From an optimization exercise on the open Yosys and OpenROAD flow, aimed at a short achievable clock period and few clock cycles; shortcuts taken in it are not production practice. Only simulation tests tie the RTL to the original design; equivalence was not proved. Power and IR drop assume default switching activity.

harbor:
==> flow/design.v (excerpt) <==
module lc3_datapath
  (clk,
   rst,
   mem_en,
   mem_we,
   mem_addr,
   mem_wdata,
   mem_ready,
   mem_rdata
   );
  input         clk;
  input         rst;
  output        mem_en;
  output        mem_we;
  output [15:0] mem_addr;
  output [15:0] mem_wdata;
  input         mem_ready;
  input  [15:0] mem_rdata;
  localparam CL = 5;                  
  localparam CN = 1 << CL;
  localparam TW = 16 - CL;            
  localparam [2:0] K_FETCH = 3'd0,
                   K_LOAD  = 3'd1,
                   K_LDI   = 3'd2,
                   K_STI   = 3'd3,
                   K_STORE = 3'd4,
                   K_TRAP  = 3'd5,
                   K_ADDR  = 3'd6,    
                   K_PF    = 3'd7;    
  reg [15:0] r0, r1, r2, r3, r4, r5, r6, r7;
  reg        n, z, p;
  reg [15:0] pc;      
  reg [15:0] pc1;     
  reg [15:0] ir;
  reg [2:0]  kind;
  reg        en;      
  reg        we;
  reg [15:0] mar;
  reg [15:0] mdr;
  reg [15:0] pf;      
  reg        pfv;
  reg        ex;      
  reg        lk;      
  reg [1:0]  aop;     
  reg [15:0] opa, opb;
  reg [15:0]   c_data  [0:CN-1];
  reg [TW-1:0] c_tag   [0:CN-1];
  reg [CN-1:0] c_valid;
  reg          fq;
  reg [15:0]   fqa, fqd;
  assign mem_en    = en;
  assign mem_we    = we;
  assign mem_addr  = mar;
  assign mem_wdata = mdr;
  function [15:0] ksadd;
    input [15:0] a, b;
    reg   [15:0] g, q, x;
    integer k, j;
    begin
      x = a ^ b;
      g = a & b;
      q = x;
      for (k = 0; k < 4; k = k + 1)
        for (j = 15; j >= (1 << k); j = j - 1)
          begin
            g[j] = g[j] | (q[j] & g[j - (1 << k)]);
            q[j] = q[j] & q[j - (1 << k)];
          end
      ksadd = x ^ {g[14:0], 1'b0};
    end
  endfunction
  ...
For scale: roughly 4400 cells after synthesis, ~1200 flip-flops, roughly 57000 um2 of cells after synthesis.
export LEC_CHECK = 0
export CAP_MARGIN = 20
export CORE_MARGIN = 2
export CORE_UTILIZATION = 55
export PLACE_DENSITY = 0.7
export SETUP_SLACK_MARGIN = 4.7
export SLEW_MARGIN = 20
create_clock -name core_clock -period 7.5 [get_ports {clk}]
run.sh (not shown) runs the stock make flow with config.mk's settings and CLKGATE_MAP_FILE= SYNTH_SCRIPT=/design/flow/synth_recipe.tcl, a recipe that flattens the netlist after the stock synthesis.
Testbench counts of harbor, summed over its fixed seeds: cycles 113,462.
Edits applied to the flow inputs when going from harbor to cedar:
--- a/flow/design.v
+++ b/flow/design.v
@@ -84,99 +84,97 @@
   endfunction
   wire [2:0] xdr = ir[11:9];          
   wire       xb  = (pf[8:6] == xdr);
   wire       xs  = (pf[11:9] == xdr);
   reg        xdep;
   always @(*)
     case (pf[15:12])
       4'b0001, 4'b0101: xdep = xb | (~pf[5] & (pf[2:0] == xdr));
       4'b1001, 4'b0110, 4'b1100: xdep = xb;          
       4'b0111:          xdep = xb | xs;              
       4'b0011, 4'b1011: xdep = xs;                   
       4'b0100:          xdep = ~pf[11] & xb;         
+      4'b0000:          xdep = 1'b1;                 
       default:          xdep = 1'b0;                 
     endcase
   wire [CL-1:0] li    = pc1[CL-1:0];
   wire          lhit  = c_valid[li] & (c_tag[li] == pc1[15:CL]);
   wire [15:0]   lword = c_data[li];
   reg step;
   always @(*)
     case (kind)
       K_FETCH: step = pfv ? ~(ex & xdep) : mem_ready;
       K_LOAD:  step = pfv & mem_ready & ~pdep;
       K_STORE: step = pfv & mem_ready;
       default: step = 1'b0;
     endcase
-  wire [15:0] sum = ksadd(opa, opb);
-  reg  [15:0] res;
-  always @(*)
-    case (aop)
-      2'd0:    res = sum;
-      2'd1:    res = opa & opb;
-      default: res = ~opa;
-    endcase
-  reg         zres;
-  always @(*)
-    case (aop)
-      2'd0:    zres = ((opa ^ opb) == {opa[14:0] | opb[14:0], 1'b0});
-      2'd1:    zres = ((opa & opb) == 16'h0);
-      default: zres = (opa == 16'hffff);
-    endcase
-  wire        fn = ex ? res[15] : n;
-  wire        fz = ex ? zres : z;
-  wire        fp = ex ? (~res[15] & ~zres) : p;
   wire [2:0]  b_kind, f_kind;
   wire        b_en, f_en, b_ex, f_ex, b_lk, f_lk, b_seq, f_seq, b_dat, f_dat;
   wire [15:0] b_mar, f_mar, b_pc, f_pc, b_mdr, f_mdr;
   wire [15:0] b_opa, f_opa, b_opb, f_opb;
   wire [1:0]  b_aop, f_aop;
   lc3_step #(.PF(0)) u_bus
     (.d(mem_rdata), .n(n), .z(z), .p(p),
      .r0(r0), .r1(r1), .r2(r2), .r3(r3), .r4(r4), .r5(r5), .r6(r6), .r7(r7),
      .pc1(pc1), .fw(1'b0), .fwd(mem_rdata), .ldr(ir[11:9]),
      .o_kind(b_kind), .o_en(b_en), .o_ex(b_ex), .o_lk(b_lk), .o_mar(b_mar),
      .o_pc(b_pc), .o_mdr(b_mdr), .o_opa(b_opa), .o_opb(b_opb), .o_aop(b_aop),
      .o_seq(b_seq), .o_dat(b_dat));
   lc3_step #(.PF(1)) u_pf
-    (.d(pf), .n(fn), .z(fz), .p(fp),
+    (.d(pf), .n(n), .z(z), .p(p),
      .r0(r0), .r1(r1), .r2(r2), .r3(r3), .r4(r4), .r5(r5), .r6(r6), .r7(r7),
      .pc1(pc1), .fw(fw), .fwd(mem_rdata), .ldr(ir[11:9]),
      .o_kind(f_kind), .o_en(f_en), .o_ex(f_ex), .o_lk(f_lk), .o_mar(f_mar),
      .o_pc(f_pc), .o_mdr(f_mdr), .o_opa(f_opa), .o_opb(f_opb), .o_aop(f_aop),
      .o_seq(f_seq), .o_dat(f_dat));
   wire s_seq = pfv ? f_seq : b_seq;
   wire s_dat = pfv ? f_dat : b_dat;
+  wire [15:0] sum = ksadd(opa, opb);
+  reg  [15:0] res;
+  always @(*)
+    case (aop)
+      2'd0:    res = sum;
+      2'd1:    res = opa & opb;
+      default: res = ~opa;
+    endcase
   wire        ldw   = mem_ready & (kind == K_LOAD);
   wire [15:0] wval  = ex ? res : (ldw ? mem_rdata : opa);
   wire [2:0]  wsel  = lk ? 3'd7 : ir[11:9];
   wire        wen   = ex | ldw | lk;
   always @(posedge clk or negedge rst)
     begin
       if (rst == 1'b0)
         begin
           r0 <= 16'h0; r1 <= 16'h0; r2 <= 16'h0; r3 <= 16'h0;
           r4 <= 16'h0; r5 <= 16'h0; r6 <= 16'h0; r7 <= 16'h0;
         end
       else if (wen)
         case (wsel)
           3'd0: r0 <= wval;
           3'd1: r1 <= wval;
           3'd2: r2 <= wval;
           3'd3: r3 <= wval;
           3'd4: r4 <= wval;
           3'd5: r5 <= wval;
           3'd6: r6 <= wval;
           default: r7 <= wval;
         endcase
     end
+  reg         zres;
+  always @(*)
+    case (aop)
+      2'd0:    zres = ((opa ^ opb) == {opa[14:0] | opb[14:0], 1'b0});
+      2'd1:    zres = ((opa & opb) == 16'h0);
+      default: zres = (opa == 16'hffff);
+    endcase
   wire        zv = ex ? zres : (mem_rdata == 16'h0);
   wire        nv = ex ? res[15] : mem_rdata[15];
   always @(posedge clk or negedge rst)
     begin
       if (rst == 1'b0)
         begin
           n <= 1'b0; z <= 1'b0; p <= 1'b0;
         end
       else if (ex | ldw)
         begin
           n <= nv;
           z <= zv;
### Flow results
All of harbor and cedar finish clean.
Of the two values seen for cell type of the slowest stage on the worst timing path, sky130_fd_sc_hd__or4_4 was produced by harbor and sky130_fd_sc_hd__mux4_2 by cedar.
Number of instances resized during post-cts repair ends up higher on harbor.
Worst reg2reg path depth: cedar vs harbor identical
Register share of the cell area ended up 0.76 points lower on cedar than on harbor.
In the metrics for harbor and cedar, the one carrying the lower part of the total power dissipated in sequential elements is cedar.
Looking at non-clock inverter count in the final layout, cedar sits about 22% lower than harbor does.
Relative to harbor, final layout net count increased by 46 in cedar.
~same power in harbor and cedar
Summary: summed instance area of the synthesized netlist, cedar worse than harbor
harbor → cedar: power in sequential cells saw little to no change, synthesized cell count saw little to no change.
cedar reports its path type of the worst setup path as input port to flop while harbor reports flop to flop.
Taking harbor as the reference, in cedar global-route usage has decreased; number of antenna violations at the first check in global routing has increased; final area has increased; area added between synthesis and finish has increased.
Testbench counts of cedar, summed over its fixed seeds: cycles 115,005.

* * *

## job 101
RTL: one of the versions met above, not the one the previous note started from.
Size: roughly 4400 cells after synthesis, about 53 I/O pins, ~58000 um2 of cells after synthesis.
clock: 7.5 ns
lec_check: 0
cap_margin: 20
core_margin: 2
core_utilization: 40
place_density: 0.6
setup_slack_margin: 4.7
slew_margin: 20
Testbench counts of job 101, summed over its fixed seeds: cycles 115,005.
[inputs] job 102 vs job 101
diff --git a/flow/design.v b/flow/design.v
--- a/flow/design.v
+++ b/flow/design.v
@@ -7,25 +7,25 @@
    mem_wdata,
    mem_ready,
    mem_rdata
    );
   input         clk;
   input         rst;
   output        mem_en;
   output        mem_we;
   output [15:0] mem_addr;
   output [15:0] mem_wdata;
   input         mem_ready;
   input  [15:0] mem_rdata;
-  localparam CL = 5;                  
+  localparam CL = 6;                  
   localparam CN = 1 << CL;
   localparam TW = 16 - CL;            
   localparam [2:0] K_FETCH = 3'd0,
                    K_LOAD  = 3'd1,
                    K_LDI   = 3'd2,
                    K_STI   = 3'd3,
                    K_STORE = 3'd4,
                    K_TRAP  = 3'd5,
                    K_ADDR  = 3'd6,    
                    K_PF    = 3'd7;    
   reg [15:0] r0, r1, r2, r3, r4, r5, r6, r7;
   reg        n, z, p;
@@ -209,27 +209,27 @@
             c_valid[i] <= 1'b0;
           else if (fq & (fqa[CL-1:0] == i))
             c_valid[i] <= 1'b1;
     end
   always @(posedge clk)
     pc1 <= step ? inc16(pc1) : inc16(pc);
   always @(posedge clk or negedge rst)
     begin
       if (rst == 1'b0)
         begin
           pc   <= 16'h0200;
           ir   <= 16'h0;
-          mar  <= 16'h0200;
+          mar  <= 16'h0;
           mdr  <= 16'h0;
-          en   <= 1'b1;
+          en   <= 1'b0;
           we   <= 1'b0;
           kind <= K_FETCH;
           pf   <= 16'h0;
           pfv  <= 1'b0;
           ex   <= 1'b0;
           lk   <= 1'b0;
           aop  <= 2'd0;
           opa  <= 16'h0;
           opb  <= 16'h0;
         end
       else
         begin
@@ -297,25 +297,31 @@
                   begin
                     kind <= K_FETCH;
                     mar  <= mem_rdata;
                     pc   <= mem_rdata;
                   end
               K_LOAD, K_STORE:  
                 if (mem_ready)
                   begin
                     kind <= K_FETCH;
                     we   <= 1'b0;
                     en   <= 1'b0;
                   end
-              default: ;
+              default:  
+                if (~pfv & ~en)
+                  begin
+                    en  <= 1'b1;
+                    we  <= 1'b0;
+                    mar <= pc;
+                  end
             endcase
         end
     end
 endmodule
 module lc3_step
   #(parameter PF = 0)
   (input      [15:0] d,
    input             n, z, p,
    input      [15:0] r0, r1, r2, r3, r4, r5, r6, r7,
    input      [15:0] pc1,
    input             fw,
    input      [15:0] fwd,
@@ -368,24 +374,26 @@
             g[j] = g[j] | (q[j] & g[j - (1 << k)]);
             q[j] = q[j] & q[j - (1 << k)];
           end
       ksadd = x ^ {g[14:0], 1'b0};
     end
   endfunction
   wire [3:0]  op    = d[15:12];
   wire        taken = (d[11] & n) | (d[10] & z) | (d[9] & p);
   wire [15:0] dbase = (fw & (d[8:6] == ldr)) ? fwd : rsel(d[8:6], r0, r1, r2, r3, r4, r5, r6, r7);
   wire [15:0] dsr2  = (fw & (d[2:0] == ldr)) ? fwd : rsel(d[2:0], r0, r1, r2, r3, r4, r5, r6, r7);
   assign      o_mdr = (fw & (d[11:9] == ldr)) ? fwd : rsel(d[11:9], r0, r1, r2, r3, r4, r5, r6, r7);
   wire [15:0] djsrr = (d[8:6] == 3'd7) ? pc1 : dbase;
+  wire [15:0] t9    = ksadd(pc1, {{7{d[8]}}, d[8:0]});
+  wire [15:0] t11   = ksadd(pc1, {{5{d[10]}}, d[10:0]});
   always @(*)
     begin
       case (op)
         4'b0000, 4'b0010, 4'b0011, 4'b1010, 4'b1011, 4'b1110:
           begin
             o_opa = pc1;
             o_opb = {{7{d[8]}}, d[8:0]};
           end
         4'b0100, 4'b1111:
           begin
             o_opa = pc1;
             o_opb = {{5{d[10]}}, d[10:0]};
@@ -425,37 +433,47 @@
             o_lk   = 1'b1;
             o_kind = K_TRAP;
             o_mar  = {8'h00, d[7:0]};
           end
         4'b1100:  
           begin
             o_mar = dbase;
             o_pc  = dbase;
           end
         4'b0100:  
           begin
             o_lk = 1'b1;
-            if (d[11])
+            if (d[11] & (PF != 0))
+              begin
+                o_mar = t11;
+                o_pc  = t11;
+              end
+            else if (d[11])
               begin
                 o_kind = K_ADDR;
                 o_en   = 1'b0;
               end
             else
               begin
                 o_mar = djsrr;
                 o_pc  = djsrr;
               end
           end
         4'b0000:  
-          if (taken)
+          if (taken & (PF != 0))
+            begin
+              o_mar = t9;
+              o_pc  = t9;
+            end
+          else if (taken)
             begin
               o_kind = K_ADDR;
               o_en   = 1'b0;
             end
           else
             o_seq = 1'b1;
         4'b0010, 4'b0011, 4'b0110, 4'b0111, 4'b1010, 4'b1011:
           begin             
             o_kind = K_PF;
             o_dat  = 1'b1;
           end
         default:            
### Flow results
Compared with job 101, width of the chip in job 102 increased by more than a quarter.
Relative to job 101, final period demand of the worst path increased by 0.46 ns in job 102.
Starting utilization of the core area down 0.17 points in job 102 wrt job 101
Diff job 101 and job 102: synthesized area lower in job 101
On worst hold slack, job 101 beats job 102.
On setup slack, job 102 does worse than job 101.
Relative to job 101, the final cell area reported for job 102 is higher.
Global-route usage ends up lower on job 102.
Job 102 reports a higher non-clock buffer count than job 101 does.
Diff job 101 -> job 102: area overhead of the layout relative to synthesis shows an increase of 0.79 points; clock power shows an increase of about 70%; die area shows an increase of 84000 um2; via total after detailed routing shows an increase of about 44%.
Testbench counts of job 102, summed over its fixed seeds: cycles 109,771.

* * *

lc3_datapath, a different RTL version from the one above (not shown whole).
For scale: roughly 4500 cells after synthesis, about 1200 flip-flops, about 53 I/O pins, roughly 58000 µm² of cells after synthesis.
==> flow/config.mk <==
export PLATFORM = sky130hd
export DESIGN_NAME = lc3_datapath
export DESIGN_NICKNAME = lc3_datapath
export VERILOG_FILES = /design/flow/design.v
export SDC_FILE = /design/flow/constraint.sdc
export NUM_CORES = 4
export LEC_CHECK = 0
export CAP_MARGIN = 20
export CORE_MARGIN = 2
export CORE_UTILIZATION = 40
export PLACE_DENSITY = 0.6
export SETUP_SLACK_MARGIN = 4.7
export SLEW_MARGIN = 20
==> flow/constraint.sdc <==
create_clock -name core_clock -period 7.5 [get_ports {clk}]
set_input_delay 1.5000 -clock core_clock [delete_from_list [all_inputs] [get_ports {clk}]]
set_output_delay 1.5000 -clock core_clock [all_outputs]
set_load 0.01 [all_outputs]
Testbench counts at the start, summed over its fixed seeds: cycles 115,085.
Rerun with:
--- a/flow/design.v
+++ b/flow/design.v
@@ -12,15 +12,15 @@
   input         rst;
   output        mem_en;
   output        mem_we;
   output [15:0] mem_addr;
   output [15:0] mem_wdata;
   input         mem_ready;
   input  [15:0] mem_rdata;
-  localparam CL = 5;                  
+  localparam CL = 6;                  
   localparam CN = 1 << CL;
   localparam TW = 16 - CL;            
   localparam [2:0] K_FETCH = 3'd0,
                    K_LOAD  = 3'd1,
                    K_LDI   = 3'd2,
                    K_STI   = 3'd3,
                    K_STORE = 3'd4,
Effect:
- worst setup slack degrades by 0.53 ns
- total power goes up by 44%
- die area climbs by 53%
- clock skew rises by 0.040 ns
- area after synthesis is higher by 54%
Testbench counts after the change, summed over its fixed seeds: cycles 111,697.

## port drivers added, routing unchanged
Ports are ideal in the flow. The routed layouts listed here were re-timed in OpenROAD.
Step 1: set_driving_cell puts a clkbuf_16 on clk and a buf_2 on each other input, an assumption about the parent block.
Step 2 also shifts input and output timing later by t, the mid clock arrival at the registers, as if the neighbouring blocks saw the same clock.
Slacks: ideal ports / drivers / drivers and shift; pairs: ideal ports / drivers.
| run | shift t [ns] | slack for setup (ns) | worst register clock-pin slew, ns |
|---|---|---|---|
| harbor | 0.802 | 4.367 / 4.298 / 3.496 | 0.08 / 0.08 |
| cedar | 0.802 | 4.435 / 4.302 / 3.500 | 0.08 / 0.08 |
| job 101 | 0.825 | 4.461 / 4.393 / 3.568 | 0.08 / 0.08 |
| job 102 | 0.948 | 4.001 / 4.001 / 3.397 | 0.07 / 0.07 |
| the first run of note 3 | 0.839 | 4.349 / 4.253 / 3.415 | 0.07 / 0.07 |
| the second run of note 3 | 0.935 | 3.821 / 3.821 / 3.526 | 0.07 / 0.07 |
After both steps every run listed still meets setup and hold. For cedar, which loses most, drivers alone change the setup slack by -0.133 ns; drivers and shift together by -0.935 ns.
